This is an optimization exercise on Yosys and OpenROAD, whose aim is small area, a short achievable clock period and few clock cycles per item, not a production implementation. Function was checked by simulation only, so behaviour that the tests miss may differ from the original.

==> flow/design.v (outline; a module is shown in full before it is edited, if it fits) <==
// module csa_fa: 4 lines
// module upsample_csc: 1165 lines
module upsample_csc (
    input  logic        clk,
    input  logic        resetn,
    input  logic        start,
    output logic        done,
    input  logic [15:0] sram_read_data,
    output logic [15:0] sram_write_data,
    output logic [17:0] sram_address,
    output logic        sram_we_n
);
  // ...
==> flow/flow/run.sh <==
#!/bin/bash
# Own layout flow: the standard synthesis unchanged, then the standard ORFS steps with
# stronger timing repair (a larger setup margin, all endpoints), faster port buffers and
# clock tree synthesis without dummy balancing loads.
# Each step's full output goes to a log file in the work folder.
set -euo pipefail
bash standard.sh synth > synth.log 2>&1
bash standard.sh SETUP_SLACK_MARGIN=7.5 TNS_END_PERCENT=100 \
     BUFFER_PORTS_ARGS="-buffer_cell sky130_fd_sc_hd__buf_4" \
     CTS_ARGS="-sink_clustering_enable -repair_clock_nets -sink_clustering_size 28 -sink_clustering_max_diameter 100 -dont_use_dummy_load" finish > layout.log 2>&1
==> flow/standard.sh <==
#!/bin/bash
# synth_recipe.tcl (not shown) runs the flow's synth.tcl, then flattens the netlist and writes it again
# the make line also repeats each setting of config.mk as NAME=value (left out here)
make -C /OpenROAD-flow-scripts/flow DESIGN_CONFIG=/design/flow/config.mk WORK_HOME=/design/flow/orfs CLKGATE_MAP_FILE= SYNTH_SCRIPT=/design/flow/synth_recipe.tcl "${@:-finish}"
==> flow/config.mk <==
export PLATFORM = sky130hd
export DESIGN_NAME = upsample_csc
export DESIGN_NICKNAME = upsample_csc
export VERILOG_FILES = /design/flow/design.v
export SDC_FILE = /design/flow/constraint.sdc
export NUM_CORES = 4
export LEC_CHECK = 0
export ABC_AREA = 0
export CAP_MARGIN = 20
export CORE_MARGIN = 2
export CORE_UTILIZATION = 55
export CTS_CLUSTER_DIAMETER = 100
export CTS_CLUSTER_SIZE = 28
export PLACE_DENSITY = 0.7
export SLEW_MARGIN = 20
export SYNTH_HIERARCHICAL = 1
export SYNTH_MINIMUM_KEEP_SIZE = 0
==> flow/constraint.sdc <==
create_clock -name core_clock -period 11.0 [get_ports {clk}]
set_input_delay 2.2000 -clock core_clock [delete_from_list [all_inputs] [get_ports {clk}]]
set_output_delay 2.2000 -clock core_clock [all_outputs]
set_load 0.01 [all_outputs]
==> impl_metrics.env, run 1 <==
export IMPL_die_area_mm2=0.0413
export IMPL_synth_fa_ha_area_share_pct=30.9
export IMPL_portBuffers=54
export IMPL_die_w_um=203
export IMPL_wl_per_cell_um=18.9
export IMPL_grt_max_degree=49
export IMPL_top_layer="met4"
export IMPL_wl_met1_mm=20.9
export IMPL_hold_class="reg2reg"
export IMPL_largest_register="ch"
export IMPL_path_class="reg2reg"
export IMPL_yosys_area_share_simple_pct=8.74
export IMPL_postLayoutCellArea_mm2=0.0234
export IMPL_synth_yosys_seq_area_share_pct=43.0
export IMPL_post_cts_repair_setup_buffers=4
export IMPL_crit_top_cell="fa_1"
export IMPL_period_needed_ns=3.36
export IMPL_drive_gt1_share_pct=6.60
export IMPL_final_setup_viol_count=0
export IMPL_diodes=0
export IMPL_yosys_warnings=7
export IMPL_max_stage_delay_ns=0.52
export IMPL_wl_met3_mm=1.91
export IMPL_final_common_cell="dfxtp_1"
export IMPL_grt_overflow_total=0
export IMPL_worst_slack_ns=7.64
export IMPL_clk_pin_slew_ns=0.10
export IMPL_maxCapViolCount=0
export IMPL_yosysMostFrequentCell="dfxtp_1"
export IMPL_clkSinkCount=398
export IMPL_core_area_mm2=0.0395
export IMPL_clk_path_buf_depth=3
export IMPL_synth_avg_cell_area_um2=11.7
export IMPL_grt_pass1_wl_mm=74.2
export IMPL_tap_cells=525
export IMPL_synth_common_cells="251 x dfxtp_1, 235 x fa_1, 201 x inv_1, 175 x nand2_1, 163 x ha_1"
export IMPL_cts_made_buffers=18
export IMPL_status="no timing/DRC/antenna violations"
export IMPL_post_route_period_util_pct=30.6
export IMPL_drcViolationCount=0
Testbench counts, summed over its fixed seeds: cycles 960,180, pixels 384,000.
==> run 2, diff against run 1 <==
--- a/flow/design.v
+++ b/flow/design.v
@@ -78,26 +78,28 @@
                 sram_address <= ra;
                 ra <= ra + 18'd1;
             end
         endcase
         if (k4) jc <= (jc == 8'd159) ? 8'd0 : jc + 8'd1;
     end
 end
 logic [95:0] ch;      
-logic [15:0] vw;      
+logic [7:0]  vhi;     
+logic [7:0]  vlo;     
 logic [7:0]  ulo;     
 wire shift  = (k == 3'd3) || k4;
 wire c11_ld = shift || (k == 3'd2 && fpar);
 wire [7:0] c11_in = (k == 3'd2) ? sram_read_data[15:8] :
-                    (k == 3'd3) ? (fpar ? vw[7:0] : vw[15:8]) : ulo;
+                    (k == 3'd3) ? (fpar ? vlo : vhi) : ulo;
 always_ff @(posedge clk) begin
     if (shift)  ch[87:0] <= ch[95:8];
     if (c11_ld) ch[95:88] <= c11_in;
-    if (k == 3'd2 && ~fpar) vw <= sram_read_data;
+    vhi <= sram_read_data[15:8];
+    if (k == 3'd2 && ~fpar) vlo <= sram_read_data[7:0];
     if (k == 3'd2 &&  fpar) ulo <= sram_read_data[7:0];
 end
 logic j0, j1, j157, j158, j159;
 always_ff @(posedge clk) begin
     j0   <= (jc == 8'd0);
     j1   <= (jc == 8'd1);
     j157 <= (jc == 8'd157);
     j158 <= (jc == 8'd158);
@@ -355,32 +357,31 @@
   wire f2_54 = f2_6 ^ f2_31;
   wire f2_55 = f2_8 ^ f2_33;
   wire f2_56 = f2_10 ^ f2_39;
   wire f2_57 = f2_12 ^ f2_41;
   wire f2_58 = f2_14 ^ f2_43;
   wire f2_59 = f2_16 ^ f2_45;
   wire f2_60 = f2_18 ^ f2_47;
   assign fq = {f2_60, f2_59, f2_58, f2_57, f2_56, f2_55, f2_54, f2_53, f2_52, f2_51};
-logic [9:0] fvr;    
-always_ff @(posedge clk) fvr <= fq;
-logic [7:0] ylo1, ylo2, py, pu;
+logic [7:0] ylo, py, pu;
 logic [9:0] pw, pv;
 logic       sr;         
 always_ff @(posedge clk) begin
-    ylo1 <= sram_read_data[7:0];
-    ylo2 <= ylo1;
-    if (k == 3'd3) py <= sram_read_data[15:8];
-    if (k == 3'd0) py <= ylo2;
-    sr <= (k == 3'd4) || (k == 3'd0);
-    pw <= (k == 3'd3) ? {2'b00, ch[47:40]} :                   
-          (k == 3'd4) ? {2'b00, ch[31:24]} :                   
+    if (k == 3'd3) begin
+        py  <= sram_read_data[15:8];
+        ylo <= sram_read_data[7:0];
+    end
+    if (k == 3'd0) py <= ylo;
+    if (k == 3'd4) pv <= {2'b00, ch[31:24]};               
+    if (k == 3'd0) pv <= fq;                               
+    sr <= (k == 3'd3) || (k == 3'd0);
+    pw <= (k == 3'd3 || k == 3'd4) ? {2'b00, ch[39:32]} :   
                         {fq[9:8] & {2{k == 3'd0}}, fq[7:0]};   
-    pu <= (k == 3'd4) ? ch[39:32] : fq[7:0];                   
-    pv <= (k == 3'd4) ? {2'b00, ch[31:24]} : fvr;              
+    pu <= (k == 3'd4) ? ch[39:32] : fq[7:0];               
 end
 wire [34:0] mrb_d, mg_d;
 logic [34:0] mrb, mg;
   wire wn9 = ~pw[9];
   wire srn = ~sr;
   wire wr0 = pw[0] & sr;
   wire wr1 = pw[1] & sr;
   wire wr2 = pw[2] & sr;
@@ -1157,19 +1158,19 @@
   wire g2_114 = ~g2_111 & (g2_112 | g2_102);
   wire g2_115 = ~g2_111 & (g2_112 | g2_103);
   wire g2_116 = ~g2_111 & (g2_112 | g2_104);
   wire g2_117 = ~g2_111 & (g2_112 | g2_105);
   wire g2_118 = ~g2_111 & (g2_112 | g2_106);
   wire g2_119 = ~g2_111 & (g2_112 | g2_107);
   wire g2_120 = ~g2_111 & (g2_112 | g2_108);
   assign qg = {g2_120, g2_119, g2_118, g2_117, g2_116, g2_115, g2_114, g2_113};
-logic [7:0] bh;         
+logic [7:0] rbd;        
 always_ff @(posedge clk) begin
-    if (k == 3'd0) bh <= qrb;
+    rbd <= qrb;
     case (k)
-        3'd1:    sram_write_data <= {qrb, qg};     
-        3'd2:    sram_write_data <= {bh, qrb};     
+        3'd1:    sram_write_data <= {rbd, qg};     
+        3'd2:    sram_write_data <= {rbd, qrb};    
         default: sram_write_data <= {qg, qrb};     
     endcase
 end
 endmodule
 `default_nettype wire
==> run 2 against run 1 <==
  * Sequential share of layout area is 0.85 points lower
  * Still clean
  * Routed wire length is 4.0% lower
  * Via count is 1.8% lower
  * Core utilization is 0.31 points higher
  * Cell count is 1.3% lower
==> impl_metrics.env, run 2 <==
export IMPL_clk_pin_slew_ns=0.11
export IMPL_synth_yosys_seq_area_share_pct=42.0
export IMPL_final_setup_viol_count=0
export IMPL_synth_avg_cell_area_um2=11.7
export IMPL_cts_root_buf="clkbuf_16"
export IMPL_nNetsFinal=2303
export IMPL_clk_path_buf_depth=3
export IMPL_portBuffers=54
export IMPL_largest_register="ch"
export IMPL_rows=72
export IMPL_wl_mm=44.2
export IMPL_drv_slew=0
export IMPL_area_growth_pct=6.87
export IMPL_die_y_um=202
export IMPL_ant_nets=0
export IMPL_vias=12967
export IMPL_ys_async_sr_fraction_pct=2.89
export IMPL_wl_per_cell_um=18.4
export IMPL_worstMarginPinSlew_ns=1.04
export IMPL_fin_skew_ns=0.0396
export IMPL_grt_overflow_total=0
export IMPL_yosys_warnings=7
export IMPL_drt_iter0_markers=756
export IMPL_diodes=0
export IMPL_hold_class="reg2reg"
export IMPL_grt_pass1_vias=13272
export IMPL_syn_nets=2254
export IMPL_dr_pass1_iters=5
export IMPL_synthCells=1837
export IMPL_final_common_cell="fa_1"
export IMPL_core_area_mm2=0.0386
export IMPL_yosysUniqueCellTypes=78
export IMPL_drcViolationCount=0
export IMPL_gp_congestion=0.916
export IMPL_cts_tree="done"
export IMPL_path_max_fanout=3
export IMPL_multi_input_area_mm2=0.0116
export IMPL_die_w_um=202
export IMPL_grt_pass1_wl_mm=71.1
export IMPL_status="no timing/DRC/antenna violations"
export IMPL_yosysMostFrequentCell="fa_1"
export IMPL_fmax_mhz=298
export IMPL_ys_seq_elements=380
export IMPL_max_slew_margin_pct=30.5
export IMPL_hold_violations=0
export IMPL_antenna_found_initial=1
export IMPL_clkLatencyLatePin_ns=0.54
export IMPL_layout_common_cells="235 x fa_1, 228 x dfxtp_1, 205 x inv_1"
export IMPL_setup_tns_ns=0
export IMPL_synth_top_area_share_pct=21.8
export IMPL_period_needed_ns=3.35
export IMPL_grt_max_degree=88
export IMPL_regArea_mm2=0.00905
export IMPL_ys_flop_type="dfxtp_1"
export IMPL_required_ns=11.41
export IMPL_cts_made_buffers=17
export IMPL_grt_setup_unrepaired="false"
export IMPL_start_util_pct=55.8
export IMPL_cts_hold_fix_buffers=0
export IMPL_drive_gt1_share_pct=7.22
export IMPL_post_route_period_util_pct=30.5
export IMPL_io_pins=55
export IMPL_hpwl_mm=35.4
export IMPL_clkSinkCount=380
export IMPL_reg_largest_list="ch (96), mrb (35), mg (34)"
export IMPL_synth_common_cells="235 x fa_1, 231 x dfxtp_1, 206 x inv_1, 175 x nand2_1, 163 x ha_1"
export IMPL_path_class="reg2reg"
export IMPL_syn_area_mm2=0.0216
export IMPL_largest_reg_flops=96
export IMPL_viasPerCell=5.40
export IMPL_grt_use_total_pct=22.3
export IMPL_htreeDepth=1
export IMPL_critPathCaptureType="flop"
export IMPL_synth_edf_count=138
export IMPL_synth_area_top_cells="fa_1 22%, dfxtp_1 21%, edfxtp_1 19%, ha_1 9.5%, inv_1 3.6%"
export IMPL_die_area_mm2=0.0408
export IMPL_worstPathArrival_ns=3.76
export IMPL_maxCapViolCount=0
export IMPL_synth_area_leader_cell="fa_1"
export IMPL_startpoint_type="flop"
export IMPL_fillers=3115
## run 2: changes by cell type after synthesis, sizes merged, moves of 6 or more
| cell | change |
|---|---|
| dfxtp | -20 |
| nor3 | -11 |
| clkbuf | -9 |
| nand3 | +9 |
| o22ai | +8 |
| o32ai | -8 |
| a21oi | -6 |
| inv | +6 |
| nand3b | -6 |
| o21ai | +6 |
| xor2 | -6 |
## run 2: worst max-delay path, stage by stage (launching register included)
cell     delay [ns]
dfxtp_1        0.44
ha_1           0.29
fa_1           0.51
fa_1           0.52
fa_1           0.52
fa_1           0.57
ha_1           0.23
a21o_1         0.16
## run 2: timing repair
action	in CTS	in global routing
setup buffers	3	11
setup endpoints to repair	88	90
resized for setup	2	6
endpoints found under the hold margin	0	0
## run 2: Yosys stat by module, one instance, submodules excluded
module        cell area, um^2  cells inside
upsample_csc            17000          1611
csa_fa                   20.0             1
## run 2: cell families (layout without fill, tap and decap cells)
kind of cell    after synthesis  in the layout  share of synthesized area, %
flops                       380            380                          42.0
fa+ha+maj                   398            398                          31.3
xor+xnor                     66             66                          2.68
compound gates              300            300                          8.96
mux                          48             48                          2.24
simple gates                394            394                          8.48
buf+inv                     251            298                          4.40
## run 2: path summary, 6_finish.rpt
| path | start | endpoint | slack, ns | cells after the start |
|---|---|---|---|---|
| min in group asynchronous | resetn | we | 1.47 | 1 |
| max in group asynchronous | resetn | lead[2] | 9.29 | 1 |
| hold / removal | ch[45] | ch[37] | 0.42 | 0 |
| hold reg to reg | ch[45] | ch[37] | 0.42 | 0 |
| setup / recovery | fa[7] | fm[20] | 7.65 | 7 |
| setup reg to reg | fa[7] | fm[20] | 7.65 | 7 |
## run 2: final cells by class
class,count,area share (%)
multi-input cells,1206,50.2
flip-flops and latches,380,39.3
repair buffers,74,2.46
well taps,518,2.81
clock buffers,17,1.85
inverters,207,3.38
## run 2: routing by layer
metal / vias up / share of wire (%) / wire length [um] / track usage, %
met5: - / 0.029 / 13 / 0
met4: 2 / 2.1 / 945 / 4.75
met1: 6422 / 46 / 20400 / 32.3
li1: 6220 / - / - / -
met2: 266 / 47 / 20700 / 35.7
met3: 57 / 4.9 / 2150 / 3.40
## run 2: metrics by stage
step	cells	hold WS [ns]	cell area, um^2	setup WS, ns	util (%)
2_1_floorplan	1837	0.400	21600	7.56	-
3_3_place_gp	2371	0.400	22500	7.25	58.2
3_5_place_dp	2371	0.405	22500	7.15	58.2
4_1_cts	2391	0.420	22900	7.52	59.4
5_1_grt	2402	0.421	23000	7.51	59.6
6_report	2402	0.420	23000	7.65	59.6
Testbench counts of run 2, summed over its fixed seeds: cycles 960,180, pixels 384,000.

## afterwards: timing with drivers on the ports
How much do the figures lean on ideal ports? The routed layouts below were timed once more, with nothing changed but the port constraints.
Step 1 sets driving cells, clkbuf_16 on the clock port and buf_2 on the other inputs (assumed; they add their load-dependent delay and slew).
Step 2 moves the port delays by t, midway between the first and last clock arrival at a register: inputs arrive t later, outputs are due t later. That takes back most of the time a late clock gives input paths.
a / b / c = ideal / step 1 / step 2; a / b = the first two.
| run | shift t [ns] | slack for setup (ns) | hold WS [ns] | slew at the worst register clock pin (ns) |
|---|---|---|---|---|
| run 1 | 0.585 | 7.636 / 7.593 / 7.636 | 0.332 / 0.332 / 0.332 | 0.11 / 0.11 |
| run 2 | 0.581 | 7.646 / 7.608 / 7.621 | 0.420 / 0.420 / 0.420 | 0.11 / 0.11 |
After both steps every run listed still meets setup and hold. For run 2, which loses most, drivers alone change the setup slack by -0.038 ns; drivers and shift together by -0.025 ns.
